This is an optimization exercise on Yosys and OpenROAD, whose aim is small area, not a production implementation.
The RTL was checked by simulation tests, not by an equivalence proof against the original design.
Power and IR drop assume default switching activity. The flow treats the clock pin as an ideal source, which a real chip does not have.

## west
// top
module top #(parameter n = 16, parameter k = 8)
(
  input clk,
  input rstn,
  input  [n * k - 1 : 0] in,
  output [n * k - 1 : 0] out
);
For scale: ~4300 cells after synthesis, about 260 I/O pins.
clock: 4.0 ns
lec_check: 0
cap_margin: 20
core_margin: 2
core_utilization: 60
setup_slack_margin: 0.15
slew_margin: 20
standard.sh (not shown) runs the stock make flow with config.mk's settings and CLKGATE_MAP_FILE= SYNTH_SCRIPT=/design/flow/synth_recipe.tcl, a recipe that flattens the netlist after the stock synthesis.
==> flow/flow/run.sh <==
#!/bin/bash
# Standard synthesis and layout, with these changes to how the layout is made:
#  - the RTL's gate modules (sky_<cell>) are mapped to the sky130 cells of
#    the same function before synthesis (cellmap.py), so synthesis keeps them;
#  - after synthesis, 2:1 mux cells that share a select are rewritten as
#    o22a/o22ai cells with one inverter per select (muxrw.py);
#  - the ports are buffered with the smallest buffer;
#  - clock tree synthesis adds no dummy loads and clusters up to 30 sinks;
#  - after placement repair, gates with slack are downsized, then slew and
#    capacitance are repaired again (post_resize.tcl).
set -euo pipefail
F=$(pwd)/flow
R=orfs/results/sky130hd/top/base
export BUFFER_PORTS_ARGS="-buffer_cell sky130_fd_sc_hd__buf_1"
export CTS_ARGS="-sink_clustering_enable -repair_clock_nets -dont_use_dummy_load -sink_clustering_size 30 -sink_clustering_max_diameter 80 -buf_list {sky130_fd_sc_hd__clkbuf_8 sky130_fd_sc_hd__clkbuf_16}"
export POST_RESIZE_TCL=$F/post_resize.tcl
cp design.v design.rtl.v
python3 $F/cellmap.py design.rtl.v design.v > cellmap.log 2>&1
bash standard.sh synth > synth.log 2>&1
cp $R/1_2_yosys.v $R/1_2_yosys.std.v
python3 $F/muxrw.py $R/1_2_yosys.std.v $R/1_2_yosys.v > muxrw.log 2>&1
rm -f $R/1_synth.odb
bash standard.sh synth > synth_odb.log 2>&1
bash standard.sh finish > layout.log 2>&1
Other scripts of this flow, unchanged in this note and not shown: flow/flow/cellmap.py, flow/flow/muxrw.py, flow/flow/post_resize.tcl
diff inputs: west => north
- a change of CORE_UTILIZATION from 60 to 70
Notes after the runs:
- Going from west to north, the maximum frequency was found to have gone up by about 1.5%.
- Compared with west, north shows a higher non-clock buffer count.
- On flip-flop and latch share of the layout cell area: between north and west, it ends up higher for north.
- ~same leakage power in north and west
- west vs north, end of the critical path: s3[72] vs s1[89]
- Sort north and west by horizontal die dimension, descending, and west comes first.
- [compare] base=west new=north: combinational group share of total power saw a decrease, clock latency on the worst-skew pair saw little to no change, power saw an increase.
- Per the comparison of north with west, global-route wire length before repair now sits higher; via count now sits higher.


top, a different RTL version from the one above (not shown whole).
Size in the first run: ~4,300 cells after synthesis, about 260 I/O pins, ~0.055 mm2 of cells after synthesis.
export LEC_CHECK = 0
export CAP_MARGIN = 20
export CORE_MARGIN = 2
export CORE_UTILIZATION = 60
export SETUP_SLACK_MARGIN = 0.15
export SLEW_MARGIN = 20
create_clock -name core_clock -period 4.0 [get_ports {clk}]
Scripts as last shown in full above: flow/flow/run.sh
Other scripts of this flow, unchanged in this note and not shown: flow/flow/cellmap.py, flow/flow/muxrw.py, flow/flow/post_resize.tcl
Next try:
- CORE_UTILIZATION: 60 -> 70
What happened: The new run completed with no timing, DRC or antenna violations. Combinational power increases by about 3%. Total power increases by 1.5%. Worst setup slack loses 0.042 ns. Via count increases by 2.3%. Register-to-register slack loses 0.04 ns. Sequential power barely changes. Wire length increases by about 3.6%.


## run A
Another version of the RTL of top (not shown whole).
Size: about 4,700 cells after synthesis, ~260 I/O pins, ~59,000 um2 of cells after synthesis.
==> flow/config.mk <==
export PLATFORM = sky130hd
export DESIGN_NAME = top
export DESIGN_NICKNAME = top
export VERILOG_FILES = /design/flow/design.v
export SDC_FILE = /design/flow/constraint.sdc
export NUM_CORES = 4
export LEC_CHECK = 0
export CAP_MARGIN = 20
export CORE_MARGIN = 2
export CORE_UTILIZATION = 40
export SLEW_MARGIN = 20
==> flow/constraint.sdc <==
create_clock -name core_clock -period 4.0 [get_ports {clk}]
set_input_delay 0.8000 -clock core_clock [delete_from_list [all_inputs] [get_ports {clk}]]
set_output_delay 0.8000 -clock core_clock [all_outputs]
set_load 0.01 [all_outputs]
==> flow/flow/run.sh <==
#!/bin/bash
# Standard synthesis and layout, with these changes to how the layout is made:
#  - after synthesis, 2:1 mux cells that share a select are rewritten as
#    o22a/o22ai cells with one inverter per select (muxrw.py);
#  - the ports are buffered with the smallest buffer;
#  - clock tree synthesis adds no dummy loads;
#  - after placement repair, gates with slack are downsized, then slew and
#    capacitance are repaired again (post_resize.tcl).
set -euo pipefail
F=$(pwd)/flow
R=orfs/results/sky130hd/top/base
export BUFFER_PORTS_ARGS="-buffer_cell sky130_fd_sc_hd__buf_1"
export CTS_ARGS="-sink_clustering_enable -repair_clock_nets -dont_use_dummy_load"
export POST_RESIZE_TCL=$F/post_resize.tcl
bash standard.sh synth > synth.log 2>&1
cp $R/1_2_yosys.v $R/1_2_yosys.std.v
python3 $F/muxrw.py $R/1_2_yosys.std.v $R/1_2_yosys.v > muxrw.log 2>&1
rm -f $R/1_synth.odb
bash standard.sh synth > synth_odb.log 2>&1
bash standard.sh finish > layout.log 2>&1
Other scripts of this flow, unchanged in this note and not shown: flow/flow/muxrw.py, flow/flow/post_resize.tcl
Input-level comparison between run B and run A:
-- flow/flow/run.sh --
<<< run A, line 12
export BUFFER_PORTS_ARGS="-buffer_cell sky130_fd_sc_hd__buf_1"
export CTS_ARGS="-sink_clustering_enable -repair_clock_nets -dont_use_dummy_load"
export POST_RESIZE_TCL=$F/post_resize.tcl
>>> run B, line 12
export BUFFER_PORTS_ARGS="-buffer_cell sky130_fd_sc_hd__buf_1"
export CTS_ARGS="-sink_clustering_enable -repair_clock_nets -dont_use_dummy_load -sink_clustering_size 30 -sink_clustering_max_diameter 80 -buf_list {sky130_fd_sc_hd__clkbuf_8 sky130_fd_sc_hd__clkbuf_16}"
export POST_RESIZE_TCL=$F/post_resize.tcl
--- outcome ---
Fraction of area in clock buffers and inverters came out lower on run B than on run A. Relative to run A, sequential share of power increased by 5.0 points in run B. Taking run A as the reference, in run B final cell count fell 106, final design area excluding fillers has decreased, setup slack saw a decrease, core utilization now smaller. Share of the clock period used by the worst path for run B: 2.9 points up relative to run A. NOTE: met2 demand-to-capacity share in global routing in run B falls short of that of run A. The run showing the smaller final critical-path required period is run A.
Modified inputs, run C compared to run B
-- flow/flow/run.sh --
<<< run B, line 12
export BUFFER_PORTS_ARGS="-buffer_cell sky130_fd_sc_hd__buf_1"
export CTS_ARGS="-sink_clustering_enable -repair_clock_nets -dont_use_dummy_load -sink_clustering_size 30 -sink_clustering_max_diameter 80 -buf_list {sky130_fd_sc_hd__clkbuf_8 sky130_fd_sc_hd__clkbuf_16}"
export POST_RESIZE_TCL=$F/post_resize.tcl
>>> run C, line 12
export BUFFER_PORTS_ARGS="-buffer_cell sky130_fd_sc_hd__buf_1"
export CTS_ARGS="-sink_clustering_enable -repair_clock_nets -dont_use_dummy_load -sink_clustering_size 34 -sink_clustering_max_diameter 80 -buf_list {sky130_fd_sc_hd__clkbuf_16}"
export POST_RESIZE_TCL=$F/post_resize.tcl
--- outcome ---
- Run C has completed all stages; timing, DRC and antenna checks passed.
- The design area of run C and that of run B are within noise of each other.
- Compared run B against run C; area growth from synthesis to layout within noise.
- Register-to-register slack: run C lower than run B
- The final total power was comparable across run B and run C.
- In the flow results for run B and run C, the detailed-route via count is larger on run C.
### run C -> run D
-- flow/flow/run.sh --
<<< run C, line 12
export BUFFER_PORTS_ARGS="-buffer_cell sky130_fd_sc_hd__buf_1"
export CTS_ARGS="-sink_clustering_enable -repair_clock_nets -dont_use_dummy_load -sink_clustering_size 34 -sink_clustering_max_diameter 80 -buf_list {sky130_fd_sc_hd__clkbuf_16}"
export POST_RESIZE_TCL=$F/post_resize.tcl
>>> run D, line 12
export BUFFER_PORTS_ARGS="-buffer_cell sky130_fd_sc_hd__buf_1"
export CTS_ARGS="-sink_clustering_enable -repair_clock_nets -dont_use_dummy_load -sink_clustering_size 32 -sink_clustering_max_diameter 60 -buf_list {sky130_fd_sc_hd__clkbuf_16}"
export POST_RESIZE_TCL=$F/post_resize.tcl
==> comparison <==
Run D vs. run C: clock network area share saw an increase; clock latency on the worst-skew pair saw an increase; DRC violation total after the first TritonRoute iteration saw a decrease.
In the metrics for run D and run C, the one carrying the higher worst setup slack is run C.
Count of clock-buffer cells in the layout: run D vs run C up 44
The time the final worst path needs with I/O delays and setup in run D was higher than what run C gave.

[afterwards: timing with drivers on the ports]
Ports are ideal in the flow. The routed layouts listed here were re-timed in OpenROAD. Step 1 (the two cells are an assumption about what drives the block):
set clk [get_ports {clk}]
set_driving_cell -lib_cell sky130_fd_sc_hd__clkbuf_16 $clk
set_driving_cell -lib_cell sky130_fd_sc_hd__buf_2 [delete_from_list [all_inputs] $clk]
Step 2, shift: input delay + t, output delay - t, t = (earliest + latest rising clock arrival at the registers) / 2. This alone moves slack from input paths to output paths. a / b / c = no drivers / after step 1 / after step 2; a / b = the first two.
| run | t, ns | setup slack, ns | worst setup path at the end | worst data-port slew with drivers (ns) |
|---|---|---|---|---|
| west | 0.705 | 0.174 / 0.174 / -0.073 | input to register | 0.06 |
| north | 0.697 | 0.230 / 0.230 / -0.089 | input to register | 0.05 |
| the first run of note 2 | 0.709 | 0.212 / 0.212 / -0.063 | input to register | 0.08 |
| the second run of note 2 | 0.703 | 0.169 / 0.169 / -0.117 | input to register | 0.04 |
| run A | 0.843 | 0.464 / 0.390 / 0.877 | input to register | 0.09 |
| run B | 0.759 | 0.349 / 0.272 / 0.903 | input to register | 0.09 |
| run C | 0.750 | 0.378 / 0.303 / 0.872 | input to register | 0.09 |
| run D | 0.820 | 0.334 / 0.258 / 0.882 | input to register | 0.09 |
Met with ideal ports but missed after step 2: setup timing in west, north, the first run of note 2 and the second run of note 2. For north, which loses most, drivers alone change the setup slack by 0.000 ns; drivers and shift together by -0.319 ns.
